Background: an optimization exercise with open tools, aiming at small area. Do not read the settings as production practice. Only simulation tests tie the RTL to the original design; equivalence was not proved. Power is estimated from default activity; no workload was simulated.

==> flow/design.v (excerpt) <==
module top_stopwatch(
  input wire clk_100mhz,
  input wire rst,
  input wire btn_reset_raw,
  input wire btn_pause_raw,
  input wire sw_adj_raw,
  input wire sw_sel_raw,
  output wire [6:0] seg,
  output wire [3:0] an,
  output wire dp,
  output wire [3:0] led
);
export LEC_CHECK = 0
export ABC_AREA = 1
export CAP_MARGIN = 0
export CORE_MARGIN = 2
export CORE_UTILIZATION = 40
export GPL_TIMING_DRIVEN = 0
export SLEW_MARGIN = 0
create_clock -name core_clock -period 10.0 [get_ports {clk_100mhz}]
standard.sh (not shown) runs the stock make flow with config.mk's settings and CLKGATE_MAP_FILE= SYNTH_SCRIPT=/design/flow/synth_recipe.tcl, a recipe that flattens the netlist after the stock synthesis.
==> flow/flow/run.sh <==
#!/bin/bash
# Own layout flow: the standard flow (standard.sh) with three changes:
#  1. after the standard synthesis (kept as is: registers, their names and
#     cells untouched), the combinational logic between the registers is
#     re-mapped by ABC with area-oriented scripts (flow/r0.abc, and ABC's
#     &deepsyn with 32 seeds); the smallest result is kept;
#  2. ports are buffered with the smallest buffer (buf_1);
#  3. clock tree synthesis without dummy loads, with small clock buffers.
# Each tool's output goes to a log file of its own in the work folder.
set -euo pipefail
W=$(pwd)
R=$W/orfs/results/${FLOW_PLATFORM:-sky130hd}/top_stopwatch/base
LIB=$FLOW_HOME/platforms/sky130hd/lib/sky130_fd_sc_hd__tt_025C_1v80.lib
source $W/flow/knobs.sh

bash standard.sh synth > $W/log_1_standard_synth.log 2>&1

# cell functions of the combinational cells (sequential cells stay black boxes)
yosys -q -p "read_liberty -ignore_miss_func $LIB; write_verilog -noattr $W/cells_all.v" > $W/log_2_cells.log 2>&1
awk '/^module /{buf=""; keep=1} {buf=buf $0 "\n"} /always|reg /{keep=0} /^endmodule/{if(keep) printf "%s\n", buf; buf=""}' \
  $W/cells_all.v > $W/cells_comb.v
DU=$(sed -n '/DONT_USE_CELLS += /,/^#/p' $FLOW_HOME/platforms/sky130hd/config.mk | grep -o "sky130_fd_sc_hd__[a-z0-9_]*" | sed 's/^/-dont_use /' | tr '\n' ' ')
cp $R/1_2_yosys.v $W/synth_standard.v
remap() {
  local n=$1
  cp $W/flow_$n.abc $W/remap_$n.abc
  yosys -p "read_liberty -lib $LIB; read_verilog -overwrite $W/cells_comb.v; read_verilog $W/synth_standard.v; \
    hierarchy -top $FLOW_TOP; flatten; proc; techmap; opt -fast -purge; \
    abc -liberty $LIB $DU -script $W/remap_$n.abc; opt_clean -purge; \
    hilomap -singleton -hicell sky130_fd_sc_hd__conb_1 HI -locell sky130_fd_sc_hd__conb_1 LO; \
    splitnets; opt_clean -purge; stat -liberty $LIB; write_verilog -noattr -nohex -nodec $W/synth_remap_$n.v" \
    > $W/log_3_remap_$n.log 2>&1 || true
}
# ABC scripts: flow/r0.abc, and &deepsyn (5 s) with seeds 1..32 followed by
# amap; they run NUM_CORES at a time
for i in $(seq 1 32); do
  echo "strash; &get -n; &deepsyn -T 5 -S $i; &put; strash; amap" > $W/flow_ds$i.abc
done
names="r0"; for i in $(seq 1 32); do names="$names ds$i"; done
cp $W/flow/r0.abc $W/flow_r0.abc
k=0
for n in $names; do
  remap $n &
  k=$((k + 1))
  if (( k % ${NUM_CORES:-4} == 0 )); then wait; fi
done
wait
best=""; best_area=""
for n in $names; do
  [[ -s $W/synth_remap_$n.v ]] || continue
  a=$(grep "Chip area" $W/log_3_remap_$n.log | tail -1 | awk '{print $NF}')
  [[ -n "$a" ]] || continue
  echo "$n $a" >> $W/remap_areas.txt
  if [[ -z "$best" ]] || awk -v a="$a" -v b="$best_area" 'BEGIN{exit !(a<b)}'; then best=$n; best_area=$a; fi
done
echo "chosen $best $best_area" >> $W/remap_areas.txt
cp $W/synth_remap_$best.v $R/1_2_yosys.v
rm -f $R/1_synth.odb $R/1_synth.sdc

bash standard.sh > $W/log_4_standard_rest.log 2>&1
Other scripts of this flow, unchanged in this note and not shown: flow/flow/knobs.sh, flow/flow/r0.abc
Change:
--- a/flow/design.v
+++ b/flow/design.v
@@ -17,12 +17,13 @@
   reg [5:0] f;
   reg [6:0] l;
   reg h;
   reg [11:0] b;
   wire tick_fast = (f == F_J);
   wire upd       = ~f[5] & ~f[4] & f[2] & f[1];  
+  wire late      = (f[5] & ~f[3] & ~f[2] & f[1] & ~f[0]) | tick_fast;  
   wire f1        = ~f[5] & ~f[4] & f[3] & ~f[2] & ~f[1];  
   wire f2        = (f == F_S2);
   wire l99       = (l == L_S99);
   wire tick_2hz  = tick_fast & l99;
   wire tick_1hz  = tick_2hz & h;
   wire tick_blink = &{b[11:7], ~b[6], b[5], ~b[4], ~b[3], b[0]};  
@@ -49,40 +50,39 @@
     end
   endfunction
   function is_jc;
     input [3:0] c;
     is_jc = (~c[0] & ~c[2] & ~c[3]);
   endfunction
+  function is_10;
+    input [3:0] c;
+    is_10 = (c[1] & c[2] & c[3]);
+  endfunction
   localparam [3:0] C_S = 4'd10;
   reg o_adj, o_sel, o_rst, o_pau;
   reg [3:0] c_adj, c_sel, c_rst, c_pau;
   wire x_adj = sw_adj_raw ^ o_adj, x_sel = sw_sel_raw ^ o_sel;
   wire x_rst = btn_reset_raw ^ o_rst, x_pau = btn_pause_raw ^ o_pau;
   wire [3:0] n_adj = c_nxt(c_adj, x_adj), n_sel = c_nxt(c_sel, x_sel);
   wire [3:0] n_rst = c_nxt(c_rst, x_rst), n_pau = c_nxt(c_pau, x_pau);
-  wire jc_adj = is_jc(c_adj), jc_sel = is_jc(c_sel);
-  wire jc_rst = is_jc(c_rst), jc_pau = is_jc(c_pau);
   always @(posedge clk_100mhz) begin
     if (rst) begin
       o_adj <= 1'b0; o_sel <= 1'b0; o_rst <= 1'b0; o_pau <= 1'b0;
       c_adj <= C_S; c_sel <= C_S; c_rst <= C_S; c_pau <= C_S;
-    end else begin
-      if (upd) begin
-        c_adj <= n_adj; c_sel <= n_sel; c_rst <= n_rst; c_pau <= n_pau;
-      end
-      if (tick_fast) begin
-        if (jc_adj) o_adj <= ~o_adj;
-        if (jc_sel) o_sel <= ~o_sel;
-        if (jc_rst) o_rst <= ~o_rst;
-        if (jc_pau) o_pau <= ~o_pau;
-      end
+    end else if (upd) begin
+      c_adj <= n_adj; if (x_adj && is_10(c_adj)) o_adj <= ~o_adj;
+      c_sel <= n_sel; if (x_sel && is_10(c_sel)) o_sel <= ~o_sel;
+      c_rst <= n_rst; if (x_rst && is_10(c_rst)) o_rst <= ~o_rst;
+      c_pau <= n_pau; if (x_pau && is_10(c_pau)) o_pau <= ~o_pau;
     end
   end
-  wire sw_adj    = o_adj;
-  wire sw_sel    = o_sel;
-  wire btn_reset = o_rst;
+  wire jc_adj = is_jc(c_adj), jc_sel = is_jc(c_sel);
+  wire jc_rst = is_jc(c_rst), jc_pau = is_jc(c_pau);
+  wire sw_adj    = o_adj ^ (late & jc_adj);
+  wire sw_sel    = o_sel ^ (late & jc_sel);
+  wire btn_reset = o_rst ^ (late & jc_rst);
   wire sys_rst   = rst | btn_reset;
   wire adj_before = o_adj ^ jc_adj;
   wire rst_before = o_rst ^ jc_rst;
   wire pause_tog = f2 & o_pau & ~o_rst & (jc_pau | jc_rst);
   wire f_r = (f == F_R);                  
   wire adj_prev = sw_adj ^ (f1 & jc_adj);
Result: Cell count rises by 0.95%; cell area rises by 1.3%; non-clock buffer count is unchanged; wire length rises by 4.6%; clock skew falls by 0.0039 ns; register-to-register slack degrades by 0.40 ns; area after synthesis rises by 1.4%; clock-buffer cell count does not change; setup slack degrades by 0.26 ns; clock power hardly moves.

-- port drivers added, routing unchanged --
The results above use ideal ports. As a check the final layouts listed here were re-extracted and re-timed, cells and wires unchanged. Step 1 assumes that a clkbuf_16 drives the clock port and a buf_2 every other input. Step 2, shift: input delay + t, output delay - t, t = (earliest + latest rising clock arrival at the registers) / 2. This alone moves slack from input paths to output paths. Three values: ideal, step 1, step 2; two values: the first two.
| run | t (ns) | slack for setup (ns) | hold WS [ns] | clock arrival spread, ns |
|---|---|---|---|---|
| the first run | 0.408 | 4.788 / 4.760 / 5.168 | 0.383 / 0.383 / 0.383 | 0.023 / 0.022 |
| the second run | 0.412 | 4.530 / 4.504 / 4.916 | 0.386 / 0.386 / 0.386 | 0.024 / 0.025 |
After both steps setup and hold are still met in every run listed.
